This design comes from an exercise in tuning for small area on the open sky130 flow, not from production work.
The RTL was checked by simulation tests, not by an equivalence proof against the original design.
No driver is modelled on the clock port, so clock power and skew are understated where the tree is cut down; a real chip needs a root buffer or a tree.
No activity file was given, so power comes from the tool's default toggle rates.

Setup of the reference run:
## spi_top
module spi_top (
    input         clk,
    input         rst_n,
    input  [31:0] in_data_A,         
    output [31:0] out_data_B,        
    output [31:0] out_data_A,        
    output        done_A_to_B,       
    output        response_ready,    
    output        done_B_to_A        
);
export LEC_CHECK = 0
export ABC_AREA = 1
export CAP_MARGIN = 20
export CORE_MARGIN = 2
export CORE_UTILIZATION = 40
export SLEW_MARGIN = 20
create_clock -name core_clock -period 5.0 [get_ports {clk}]
run.sh (not shown) runs the stock make flow with config.mk's settings and CLKGATE_MAP_FILE= SYNTH_SCRIPT=/design/flow/synth_recipe.tcl, a recipe that flattens the netlist after the stock synthesis.
The final layout from the reference run, which completed every stage, passed the timing, design-rule and antenna checks at the end of the flow.
#### Input delta (the trial run over the reference run)
Settings: clearing ABC_AREA, which used to be 1.
Findings:
The higher global-route usage over all layers came out of the reference run. Any difference in clock skew between the trial run and the reference run is small enough to ignore. The trial run ended with less final cell count than the reference run. The trial run vs the reference run — area used by multi-input combinational logic rose 240 sq um. Worst setup slack after layout (lower): the reference run. On die area, the trial run tracks the reference run almost exactly.

Setup of lane 3:
The RTL this note starts from:
==> flow/design.v <==
module spi_top (
    input         clk,
    input         rst_n,
    input  [31:0] in_data_A,         
    output [31:0] out_data_B,        
    output [31:0] out_data_A,        
    output        done_A_to_B,       
    output        response_ready,    
    output        done_B_to_A        
);
    reg [7:0]  c;
    reg [31:0] tx;
    reg [31:0] rx;
    reg [31:0] data_b;
    wire wrap    = (c == 8'd139);
    wire ld_tx   = (c == 8'd0) || wrap;
    wire sh_tx   = !c[0] && (((c >= 8'd6) && (c <= 8'd66)) || (c == 8'd74) ||
                             ((c >= 8'd76) && (c <= 8'd136)));
    wire fill    = (c <= 8'd74) ? tx[31] : 1'b1;
    wire ld_b    = (c == 8'd68);
    wire clr_rx  = (c == 8'd71);
    wire sh_rx   = c[0] && (c >= 8'd75) && (c <= 8'd137);
    wire rx_bit  = tx[31] ^ (&tx[30:0]);
    always @(posedge clk or negedge rst_n) begin
        if (!rst_n)
            c <= 8'd0;
        else
            c <= wrap ? 8'd1 : c + 8'd1;
    end
    wire hold_tx = !ld_tx && !sh_tx;
    wire hold_b  = !ld_b;
    wire hold_rx = !clr_rx && !sh_rx;
    wire [31:0] tx_next, b_next, rx_next;
    genvar i;
    generate
        for (i = 0; i < 32; i = i + 1) begin : g_bit
            sel3 u_tx (.s0(ld_tx), .d0(in_data_A[i]),
                       .s1(sh_tx), .d1(i == 0 ? fill : tx[(i + 31) % 32]),
                       .s2(hold_tx), .d2(tx[i]), .y(tx_next[i]));
            sel2 u_b  (.s0(ld_b), .d0(tx[(i + 31) % 32]),
                       .s1(hold_b), .d1(data_b[i]), .y(b_next[i]));
            sel2 u_rx (.s0(sh_rx), .d0(i == 0 ? rx_bit : rx[(i + 31) % 32]),
                       .s1(hold_rx), .d1(rx[i]), .y(rx_next[i]));
        end
    endgenerate
    always @(posedge clk)
        tx <= tx_next;
    always @(posedge clk or negedge rst_n) begin
        if (!rst_n) begin
            data_b <= 32'd0;
            rx     <= 32'd0;
        end else begin
            data_b <= b_next;
            rx     <= rx_next;
        end
    end
    wire cs_n = (c <= 8'd3);
    wire mosi = (c >= 8'd5) && (c <= 8'd74) && tx[31];
    assign out_data_B     = data_b;
    assign out_data_A     = rx;
    assign done_A_to_B    = ~cs_n && !mosi;
    assign response_ready = (c == 8'd69);
    assign done_B_to_A    = (c == 8'd138);
endmodule
module sel2 (
    input  s0, d0,
    input  s1, d1,
    output y
);
    assign y = (s0 & d0) | (s1 & d1);
endmodule
module sel3 (
    input  s0, d0,
    input  s1, d1,
    input  s2, d2,
    output y
);
    assign y = (s0 & d0) | (s1 & d1) | (s2 & d2);
endmodule
export LEC_CHECK = 0
export CAP_MARGIN = 20
export CORE_MARGIN = 2
export CORE_UTILIZATION = 60
export CTS_BUF_LIST = sky130_fd_sc_hd__clkbuf_4 sky130_fd_sc_hd__clkbuf_8
export CTS_CLUSTER_SIZE = 10
export SLEW_MARGIN = 20
export SYNTH_HIERARCHICAL = 1
create_clock -name core_clock -period 5.0 [get_ports {clk}]
standard.sh (not shown) runs the stock make flow with config.mk's settings and CLKGATE_MAP_FILE= SYNTH_SCRIPT=/design/flow/synth_recipe.tcl, a recipe that flattens the netlist after the stock synthesis.
==> flow/flow/run.sh <==
#!/bin/bash
# The standard layout, with the smallest buffer on the ports instead of the
# resizer's default pick.
set -euo pipefail
bash standard.sh "BUFFER_PORTS_ARGS=-buffer_cell sky130_fd_sc_hd__buf_1" finish > standard.log 2>&1
Lane 3 | status: complete | timing, DRC, antenna: pass
Input changes introduced in lane 4 (baseline for comparison: lane 3):
# lane 3
export LEC_CHECK = 0
export CAP_MARGIN = 20
export CORE_MARGIN = 2
export CORE_UTILIZATION = 60
export CTS_BUF_LIST = sky130_fd_sc_hd__clkbuf_4 sky130_fd_sc_hd__clkbuf_8
export CTS_CLUSTER_SIZE = 10
export SLEW_MARGIN = 20
export SYNTH_HIERARCHICAL = 1
create_clock -name core_clock -period 5.0 [get_ports {clk}]
# lane 4
export LEC_CHECK = 0
export CAP_MARGIN = 20
export CORE_MARGIN = 2
export CORE_UTILIZATION = 40
export SLEW_MARGIN = 20
export SYNTH_HIERARCHICAL = 1
create_clock -name core_clock -period 5.0 [get_ports {clk}]
--- outcome ---
- In the flow results for lane 4 and lane 3, the global-route met1 utilization is smaller on lane 4.
- Lower total leakage power was reported by lane 4, not lane 3.
- [compare] base=lane 3 new=lane 4: routed via count divided by cell count -0.71, starting utilization of the core area now smaller, signal arrival time at the worst endpoint shows an increase of 30 ps, wire length grew by 4.8%.
- Max share of the clock period used by the worst path after layout across lane 4 and lane 3: lane 4
- Against lane 3, worst hold slack in lane 4 came out better.
- Compared with lane 3, lane 4 shows power share of the combinational group higher by 0.3 points.
- On lane 4: power of the clock network is about 19% lower than what lane 3 gave.

Setup of run A:
Another version of the RTL of spi_top (not shown whole).
Size: ~100 flip-flops, roughly 100 I/O pins, roughly 0.0037 sq mm of cells after synthesis.
// spi_top
module spi_top (
    input         clk,
    input         rst_n,
    input  [31:0] in_data_A,         
    output [31:0] out_data_B,        
    output [31:0] out_data_A,        
    output        done_A_to_B,       
    output        response_ready,    
    output        done_B_to_A        
);
==> flow/config.mk <==
export PLATFORM = sky130hd
export DESIGN_NAME = spi_top
export DESIGN_NICKNAME = spi_top
export VERILOG_FILES = /design/flow/design.v
export SDC_FILE = /design/flow/constraint.sdc
export NUM_CORES = 4
export LEC_CHECK = 0
export CAP_MARGIN = 20
export CORE_MARGIN = 2
export CORE_UTILIZATION = 65
export SLEW_MARGIN = 20
export SYNTH_HIERARCHICAL = 1
==> flow/constraint.sdc <==
create_clock -name core_clock -period 5.0 [get_ports {clk}]
set_input_delay 1.0000 -clock core_clock [delete_from_list [all_inputs] [get_ports {clk}]]
set_output_delay 1.0000 -clock core_clock [all_outputs]
set_load 0.01 [all_outputs]
==> flow/flow/run.sh <==
#!/bin/bash
# The standard layout, with:
# - the smallest buffer on the ports instead of the resizer's default pick;
# - a clock tree without dummy loads, whose leaves flow/merge_leaves.tcl then
#   merges pairwise into four clkbuf_16s (CTS stops its H-tree at 15 sinks a
#   leaf), driven straight from the clock port.
set -euo pipefail
bash standard.sh \
  "BUFFER_PORTS_ARGS=-buffer_cell sky130_fd_sc_hd__buf_1" \
  "CTS_ARGS=-sink_clustering_enable -repair_clock_nets -dont_use_dummy_load -root_buf sky130_fd_sc_hd__clkbuf_4" \
  "POST_CTS_TCL=$PWD/flow/merge_leaves.tcl" \
  finish > standard.log 2>&1
==> flow/flow/merge_leaves.tcl <==
# Post-CTS: halve the number of clock leaf buffers. TritonCTS stops its H-tree at
# 15 sinks per leaf; for this design two neighbouring leaves fit one clkbuf_16.
# Each leaf buffer is paired with its nearest unpaired neighbour, the pair's
# sinks moved onto one buffer, the other buffer removed, and the kept buffer
# sized up. The leaves stay on the same root, one level down, so every sink
# keeps the same number of buffers on its clock path.
proc clk_leaf_merge { } {
  set block [ord::get_db_block]
  set clknet [$block findNet clk]
  set roots {}
  foreach it [$clknet getITerms] { if {[$it isInputSignal]} { lappend roots [$it getInst] } }
  if {[llength $roots] != 1} { puts "merge: [llength $roots] roots, skipped"; return }
  set root [lindex $roots 0]
  set rootnet [[$root findITerm X] getNet]
  set leaves {}
  foreach it [$rootnet getITerms] {
    if {[$it isInputSignal]} {
      set inst [$it getInst]
      if {![string match *clkbuf* [[$inst getMaster] getName]]} { puts "merge: root drives [[$inst getMaster] getName], skipped"; return }
      lappend leaves $inst
    }
  }
  puts "merge: [llength $leaves] leaves"
  set left $leaves
  while {[llength $left] >= 2} {
    set a [lindex $left 0]
    set left [lrange $left 1 end]
    lassign [$a getLocation] ax ay
    set best -1; set bd 1e18
    for {set i 0} {$i < [llength $left]} {incr i} {
      lassign [[lindex $left $i] getLocation] bx by
      set d [expr {abs($ax-$bx) + abs($ay-$by)}]
      if {$d < $bd} { set bd $d; set best $i }
    }
    set b [lindex $left $best]
    set left [lreplace $left $best $best]
    set na [[$a findITerm X] getNet]
    set nb [[$b findITerm X] getNet]
    foreach it [$nb getITerms] {
      if {[$it isInputSignal]} { $it disconnect; $it connect $na }
    }
    # move the kept buffer to the middle of the pair
    lassign [$b getLocation] bx by
    $a setLocation [expr {($ax+$bx)/2}] [expr {($ay+$by)/2}]
    [$b findITerm A] disconnect
    odb::dbInst_destroy $b
    odb::dbNet_destroy $nb
    replace_cell [get_cells [$a getName]] sky130_fd_sc_hd__clkbuf_16
  }
}
proc clk_root_drop { } {
  set block [ord::get_db_block]
  set clknet [$block findNet clk]
  set roots {}
  foreach it [$clknet getITerms] { if {[$it isInputSignal]} { lappend roots [$it getInst] } }
  if {[llength $roots] != 1} { return }
  set root [lindex $roots 0]
  set rootnet [[$root findITerm X] getNet]
  set loads {}
  foreach it [$rootnet getITerms] { if {[$it isInputSignal]} { lappend loads $it } }
  if {[llength $loads] > 4} { puts "drop: [llength $loads] leaves, root kept"; return }
  foreach it $loads { $it disconnect; $it connect $clknet }
  [$root findITerm A] disconnect
  odb::dbInst_destroy $root
  odb::dbNet_destroy $rootnet
  puts "drop: root removed, clk drives [llength $loads] leaves"
}
clk_leaf_merge
clk_root_drop
detailed_placement
estimate_parasitics -placement
Setup changes, run A to run B
# run A
export LEC_CHECK = 0
export CAP_MARGIN = 20
export CORE_MARGIN = 2
export CORE_UTILIZATION = 65
export SLEW_MARGIN = 20
export SYNTH_HIERARCHICAL = 1
create_clock -name core_clock -period 5.0 [get_ports {clk}]
# run B
export LEC_CHECK = 0
export CAP_MARGIN = 0
export CORE_MARGIN = 2
export CORE_UTILIZATION = 65
export SLEW_MARGIN = 0
export SYNTH_HIERARCHICAL = 1
create_clock -name core_clock -period 5.0 [get_ports {clk}]
Notes after the runs:
Diff run B and run A: growth of design area from synthesis to finish lower in run B. As far as insertion delay to the later sink of the worst-skew pair is concerned, run A and run B perform about the same. Both conditions hold for run B: the flow ran to the end and the final layout passed the timing, design-rule and antenna checks. Length of routed wiring on met1 grows slightly when moving from run A to run B.
For run C, these inputs were changed with respect to run B:
# run B
export LEC_CHECK = 0
export CAP_MARGIN = 0
export CORE_MARGIN = 2
export CORE_UTILIZATION = 65
export SLEW_MARGIN = 0
export SYNTH_HIERARCHICAL = 1
create_clock -name core_clock -period 5.0 [get_ports {clk}]
# run C
export LEC_CHECK = 0
export CAP_MARGIN = 20
export CORE_MARGIN = 2
export CORE_UTILIZATION = 70
export SLEW_MARGIN = 20
export SYNTH_HIERARCHICAL = 1
create_clock -name core_clock -period 5.0 [get_ports {clk}]
--- a/flow/flow/run.sh
+++ b/flow/flow/run.sh
@@ -5,2 +5 @@
-#   merges pairwise into four clkbuf_16s (CTS stops its H-tree at 15 sinks a
-#   leaf), driven straight from the clock port.
+#   merges pairwise into clkbuf_16s (CTS stops its H-tree at 15 sinks a leaf).
--- a/flow/flow/merge_leaves.tcl
+++ b/flow/flow/merge_leaves.tcl
@@ -51,17 +50,0 @@
-proc clk_root_drop { } {
-  set block [ord::get_db_block]
-  set clknet [$block findNet clk]
-  set roots {}
-  foreach it [$clknet getITerms] { if {[$it isInputSignal]} { lappend roots [$it getInst] } }
-  if {[llength $roots] != 1} { return }
-  set root [lindex $roots 0]
-  set rootnet [[$root findITerm X] getNet]
-  set loads {}
-  foreach it [$rootnet getITerms] { if {[$it isInputSignal]} { lappend loads $it } }
-  if {[llength $loads] > 4} { puts "drop: [llength $loads] leaves, root kept"; return }
-  foreach it $loads { $it disconnect; $it connect $clknet }
-  [$root findITerm A] disconnect
-  odb::dbInst_destroy $root
-  odb::dbNet_destroy $rootnet
-  puts "drop: root removed, clk drives [llength $loads] leaves"
-}
@@ -69 +51,0 @@
-clk_root_drop
==> comparison <==
Taking run B as the reference, in run C combinational power share held steady; arrival time reported for the critical path endpoint shrank by 0.26 ns; synthesis-to-finish area growth grew by 0.37 points; met1 demand-to-capacity share in global routing grew by 5.6 points; initial core utilization grew by 5.3 points. Run C ended with less total number of placement rows than run B.
### run C -> run D
# run C
export LEC_CHECK = 0
export CAP_MARGIN = 20
export CORE_MARGIN = 2
export CORE_UTILIZATION = 70
export SLEW_MARGIN = 20
export SYNTH_HIERARCHICAL = 1
create_clock -name core_clock -period 5.0 [get_ports {clk}]
# run D
export LEC_CHECK = 0
export CAP_MARGIN = 20
export CORE_MARGIN = 2
export CORE_UTILIZATION = 65
export SLEW_MARGIN = 20
export SYNTH_HIERARCHICAL = 1
create_clock -name core_clock -period 5.0 [get_ports {clk}]
==> notes.md <==
From run C to run D the numbers moved as follows: wire length saw a decrease; area overhead of the layout relative to synthesis saw little to no change; ratio of routed vias to standard cells saw a decrease; detailed route wirelength on metal2 saw a decrease; global-route usage saw a decrease.

[re-timing with driven ports]
Ports are ideal in the flow. The routed layouts listed here were re-timed in OpenROAD.
Step 1 (the two cells are an assumption about what drives the block):
set clk [get_ports {clk}]
set_driving_cell -lib_cell sky130_fd_sc_hd__clkbuf_16 $clk
set_driving_cell -lib_cell sky130_fd_sc_hd__buf_2 [delete_from_list [all_inputs] $clk]
Step 2, shift: input delay + t, output delay - t, t = (earliest + latest rising clock arrival at the registers) / 2. This alone moves slack from input paths to output paths.
Slacks: no drivers / after step 1 / after step 2; pairs: no drivers / after step 1.
run	t (ns)	setup slack, ns	hold slack, ns	clock arrival spread, ns	worst data-port slew with drivers (ns)
the reference run	0.384	1.666 / 1.625 / 2.009	0.484 / 0.484 / 0.484	0.010 / 0.009	0.04
the trial run	0.383	1.869 / 1.829 / 2.212	0.490 / 0.490 / 0.490	0.010 / 0.010	0.03
lane 3	0.389	2.143 / 2.113 / 2.223	0.499 / 0.499 / 0.499	0.011 / 0.011	0.06
lane 4	0.389	2.114 / 2.082 / 2.268	0.508 / 0.508 / 0.508	0.013 / 0.013	0.07
run A	0.227	2.225 / 2.224 / 2.224	0.484 / 0.484 / 0.484	0.021 / 0.021	0.04
run B	0.228	1.649 / 1.649 / 1.649	0.484 / 0.484 / 0.484	0.022 / 0.022	0.04
run C	0.443	2.169 / 2.156 / 2.169	0.477 / 0.477 / 0.477	0.013 / 0.013	0.04
run D	0.438	2.215 / 2.194 / 2.215	0.484 / 0.484 / 0.484	0.021 / 0.020	0.04
After both steps setup and hold are still met in every run listed. The setup slack of run A, which loses most, moves by -0.001 ns with the drivers and by -0.001 ns with both steps.
